Context: an optimization exercise on an open-source flow, tuned for small area and a short achievable clock period. The choices shown serve that exercise and are no tape-out recipe.
The RTL was checked by simulation tests, not by an equivalence proof against the original design.
No activity file was given, so power comes from the tool's default toggle rates.

==> module mcu_main, before the edit <==
module mcu_main(input clk, input reset,
                input [16:0] instr,      
                input [7:0] io_in,       
                output [7:0] pc,         
                output io_we,            
                output [7:0] io_addr,    
                output [7:0] io_data);   
localparam [3:0] OP_ADD = 4'd0, OP_SUB = 4'd1, OP_XOR = 4'd2, OP_OR  = 4'd3,
                 OP_AND = 4'd4, OP_PA  = 4'd5, OP_NOT = 4'd6, OP_SLE = 4'd7,
                 OP_SHL = 4'd8, OP_SHR = 4'd9, OP_MEM = 4'd10, OP_IN = 4'd11;
reg [7:0]  pc_reg;
reg [7:0]  pc1;       
reg [16:0] ir;        
reg        rw_e;      
reg [2:0]  da_e;
reg [1:0]  bs_e;
reg        mw_e;
reg        owe_e;
reg [3:0]  op_e;
reg [7:0]  a_e, b_e;
reg [7:0]  bra_e;         
reg [7:0]  md;            
reg [15:0] alo_n, ahi_n;  
reg        rw_w;
reg [2:0]  da_w;
reg [7:0]  res_w;
reg        rst_q;     
reg [7:0] r1, r2, r3, r4, r5, r6, r7;
reg [7:0] mem [0:255];
assign pc      = pc_reg;
assign io_we   = owe_e;
assign io_addr = a_e;
assign io_data = b_e;
wire [4:0] opc = ir[16:12];
wire [31:0] d = 32'd1 << opc;    
wire rw  = d[1] | d[2] | d[4] | d[6] | d[8] | d[9] | d[10] | d[12] | d[13] | d[14] |
           d[15] | d[17] | d[18] | d[20] | d[21];
wire ps  = d[19];
wire mw  = d[5] | d[16];
wire ma  = d[2];
wire mb  = d[2] | d[3] | d[4] | d[8] | d[9] | d[11] | d[19] | d[20] | d[21];
wire cs  = d[2] | d[3] | d[4] | d[9] | d[11] | d[19];
wire ua  = |d[21:4] | d[1];      
wire ub  = d[1] | d[5] | d[6] | d[10] | d[14] | d[15] | d[16];
wire owe = d[16];
wire [1:0] bs = {d[2] | d[3] | d[7] | d[19], d[2] | d[3] | d[11] | d[19]};
wire [3:0] op = ({4{d[4] | d[9] | d[15]}} & OP_ADD) | ({4{d[1]}}  & OP_SUB) |
                ({4{d[10]}} & OP_XOR) | ({4{d[20]}} & OP_OR)  | ({4{d[6]}}  & OP_AND) |
                ({4{d[17]}} & OP_NOT) | ({4{d[14]}} & OP_SLE) | ({4{d[8]}}  & OP_SHL) |
                ({4{d[21]}} & OP_SHR) | ({4{d[13]}} & OP_MEM) | ({4{d[18]}} & OP_IN)  |
                ({4{~(d[4] | d[9] | d[15] | d[1] | d[10] | d[20] | d[6] | d[17] | d[14] |
                     d[8] | d[21] | d[13] | d[18])}} & OP_PA);
wire memop = d[5] | d[13] | d[16];    
function [7:0] rdreg(input [2:0] a);
  if (rw_w && da_w == a)
    rdreg = res_w;
  else
    case (a)
      3'd1: rdreg = r1; 3'd2: rdreg = r2; 3'd3: rdreg = r3; 3'd4: rdreg = r4;
      3'd5: rdreg = r5; 3'd6: rdreg = r6; 3'd7: rdreg = r7; default: rdreg = 8'h00;
    endcase
endfunction
wire [7:0] kon    = {ir[5] & cs, ir[5] & cs, ir[5:0]};
wire [7:0] a_next = ma ? pc1 : rdreg(ir[8:6]);
wire [7:0] b_next = mb ? kon : rdreg(ir[5:3]);
wire haz = rw_e & ((ua & (ir[8:6] == da_e)) | (ub & (ir[5:3] == da_e)));
wire dhs = ~haz;
wire z      = (a_e == 8'h00);
wire t0     = bs_e[0] & (bs_e[1] | (ps ^ z));
wire taken  = t0 | bs_e[1];
wire [7:0] pc_inc = pc_reg + 8'h01;
wire [7:0] pc_next = ~taken ? pc_inc : (bs_e == 2'b10) ? a_e : bra_e;
wire g = dhs & ~taken;
wire [255:0] msel;    
wire [255:0] mwen;    
wire [7:0]   res;     
wire [7:0]   in_n;    
wire       sub = (op_e == OP_SUB) | (op_e == OP_SLE);
wire [8:0] sum = {1'b0, a_e} + {1'b0, b_e ^ {8{sub}}} + {8'h00, sub};
reg [7:0] f;
always @(*) begin
  case (op_e)
    OP_ADD: f = sum[7:0];
    OP_SUB: f = sum[7:0];
    OP_XOR: f = a_e ^ b_e;
    OP_OR:  f = a_e | b_e;
    OP_AND: f = a_e & b_e;
    OP_NOT: f = ~a_e;
    OP_SLE: f = {7'b0, ~sum[8] | (sum[7:0] == 8'h00)};
    OP_SHL: f = a_e << b_e[2:0];
    OP_SHR: f = a_e >> b_e[2:0];
    OP_MEM: f = 8'h00;
    OP_IN:  f = 8'h00;
    default: f = a_e;
  endcase
end
integer n;
always @(posedge clk) begin
  rst_q <= reset;
  if (~reset) begin
    pc_reg <= 8'h00;
    ir[16:12] <= 5'h00;
    rw_e <= 1'b0; bs_e <= 2'b00; mw_e <= 1'b0; owe_e <= 1'b0;
  end else begin
    if (dhs) begin
      pc_reg <= pc_next;
      ir[16:12] <= instr[16:12];
    end
    rw_e  <= rw & (ir[11:9] != 3'd0) & g;
    bs_e  <= bs & {2{g}};
    mw_e  <= mw & g;
    owe_e <= owe;
  end
  if (dhs) begin
    ir[11:0] <= instr[11:0];
    pc1 <= pc_inc;
  end
  da_e  <= ir[11:9];
  op_e  <= op;
  a_e   <= a_next;
  b_e   <= b_next;
  bra_e <= pc1 + kon;
  md    <= b_next & {8{reset}};
  for (n = 0; n < 16; n = n + 1) begin
    alo_n[n] <= ~((a_next[3:0] == n) & memop);
    ahi_n[n] <= (a_next[7:4] != n);
  end
  rw_w  <= rw_e;
  da_w  <= da_e;
  res_w <= res;
end
wire [7:0] wd = res_w & {8{rst_q}};
always @(posedge clk) begin
  if (~rst_q | (rw_w & da_w == 3'd1)) r1 <= wd;
  if (~rst_q | (rw_w & da_w == 3'd2)) r2 <= wd;
  if (~rst_q | (rw_w & da_w == 3'd3)) r3 <= wd;
  if (~rst_q | (rw_w & da_w == 3'd4)) r4 <= wd;
  if (~rst_q | (rw_w & da_w == 3'd5)) r5 <= wd;
  if (~rst_q | (rw_w & da_w == 3'd6)) r6 <= wd;
  if (~rst_q | (rw_w & da_w == 3'd7)) r7 <= wd;
end
wire [15:0] wlo_n = (alo_n | {16{~mw_e}}) & {16{rst_q}};
wire [15:0] whi_n = ahi_n & {16{rst_q}};
wire [255:0] mcol [0:7];
genvar i, j;
generate
  for (i = 0; i < 256; i = i + 1) begin : row
    assign msel[i] = ~(ahi_n[i / 16] | alo_n[i % 16]);
    assign mwen[i] = ~(whi_n[i / 16] | wlo_n[i % 16]);
    always @(posedge clk)
      if (mwen[i]) mem[i] <= md;
    for (j = 0; j < 8; j = j + 1) begin : col
      assign mcol[j][i] = mem[i][j];
    end
  end
  for (j = 0; j < 8; j = j + 1) begin : rd
    g_nand2 u_in (.a({io_in[j], op_e == OP_IN}), .y(in_n[j]));
    mem_rdbit u (.sel(msel), .d(mcol[j]), .oth_n(~f[j]), .in_n(in_n[j]), .y(res[j]));
  end
endgenerate
endmodule
Settings: LEC_CHECK=0, CAP_MARGIN=30, CORE_MARGIN=2, CORE_UTILIZATION=40, CTS_CLUSTER_DIAMETER=150, CTS_CLUSTER_SIZE=25, PLACE_DENSITY=0.6, SLEW_MARGIN=20, SYNTH_HIERARCHICAL=1; clock period 10.0 ns.
standard.sh (not shown) runs the stock make flow with config.mk's settings and CLKGATE_MAP_FILE= SYNTH_SCRIPT=/design/flow/synth_recipe.tcl, a recipe that flattens the netlist after the stock synthesis.
==> flow/flow/run.sh <==
#!/bin/bash
# Layout: the standard flow (standard.sh: the standard synthesis and the
# ORFS steps, unchanged), except that
set -euo pipefail
bash standard.sh SETUP_SLACK_MARGIN=7.0 "BUFFER_PORTS_ARGS=-buffer_cell sky130_fd_sc_hd__buf_4" finish > run_standard.log 2>&1
Edit:
--- a/flow/design.v
+++ b/flow/design.v
@@ -12,6 +12,7 @@
 reg [7:0]  pc_reg;
 reg [7:0]  pc1;       
 reg [16:0] ir;        
+reg [7:0]  pc2;       
 reg        rw_e;      
 reg [2:0]  da_e;
 reg [1:0]  bs_e;
@@ -19,7 +20,7 @@
 reg        owe_e;
 reg [3:0]  op_e;
 reg [7:0]  a_e, b_e;
-reg [7:0]  bra_e;         
+reg [7:0]  a_out, b_out;  
 reg [7:0]  md;            
 reg [15:0] alo_n, ahi_n;  
 reg        rw_w;
@@ -30,8 +31,8 @@
 reg [7:0] mem [0:255];
 assign pc      = pc_reg;
 assign io_we   = owe_e;
-assign io_addr = a_e;
-assign io_data = b_e;
+assign io_addr = a_out;
+assign io_data = b_out;
 wire [4:0] opc = ir[16:12];
 wire [31:0] d = 32'd1 << opc;    
 wire rw  = d[1] | d[2] | d[4] | d[6] | d[8] | d[9] | d[10] | d[12] | d[13] | d[14] |
@@ -69,8 +70,9 @@
 wire z      = (a_e == 8'h00);
 wire t0     = bs_e[0] & (bs_e[1] | (ps ^ z));
 wire taken  = t0 | bs_e[1];
+wire [7:0] bra    = pc2 + b_e;
 wire [7:0] pc_inc = pc_reg + 8'h01;
-wire [7:0] pc_next = ~taken ? pc_inc : (bs_e == 2'b10) ? a_e : bra_e;
+wire [7:0] pc_next = ~taken ? pc_inc : (bs_e == 2'b10) ? a_e : bra;
 wire g = dhs & ~taken;
 wire [255:0] msel;    
 wire [255:0] mwen;    
@@ -115,13 +117,15 @@
   if (dhs) begin
     ir[11:0] <= instr[11:0];
     pc1 <= pc_inc;
+    pc2 <= pc1;
   end
   da_e  <= ir[11:9];
   op_e  <= op;
   a_e   <= a_next;
   b_e   <= b_next;
-  bra_e <= pc1 + kon;
   md    <= b_next & {8{reset}};
+  a_out <= a_next & {8{owe}};
+  b_out <= b_next & {8{owe}};
   for (n = 0; n < 16; n = n + 1) begin
     alo_n[n] <= ~((a_next[3:0] == n) & memop);
     ahi_n[n] <= (a_next[7:4] != n);
Sequential cell count climbs by 16.
Wire length grows by about 1.8%.
Clock power barely changes.
Cell count increases by about 1%.
Via count climbs by 1.4%.
Setup slack improved by 0.11 ns.

-- afterwards: timing with drivers on the ports --
In the flow no input, the clock included, has a driving cell. The finished layouts below were timed again as built, in two steps.
Step 1 sets driving cells, clkbuf_16 on the clock port and buf_2 on the other inputs (assumed; they add their load-dependent delay and slew).
Step 2 also shifts input and output timing later by t, the mid clock arrival at the registers, as if the neighbouring blocks saw the same clock.
Three values: ideal, step 1, step 2; two values: the first two.
run | shift t [ns] | setup slack, ns | worst slew at a driven data input, ns | cell pins on the clock port's net
the first run | 0.845 | 6.657 / 6.563 / 6.898 | 0.05 | 1
the second run | 0.844 | 6.764 / 6.682 / 6.718 | 0.05 | 1
After both steps every run listed still meets setup and hold. The setup slack of the second run, which loses most, moves by -0.082 ns with the drivers and by -0.046 ns with both steps.
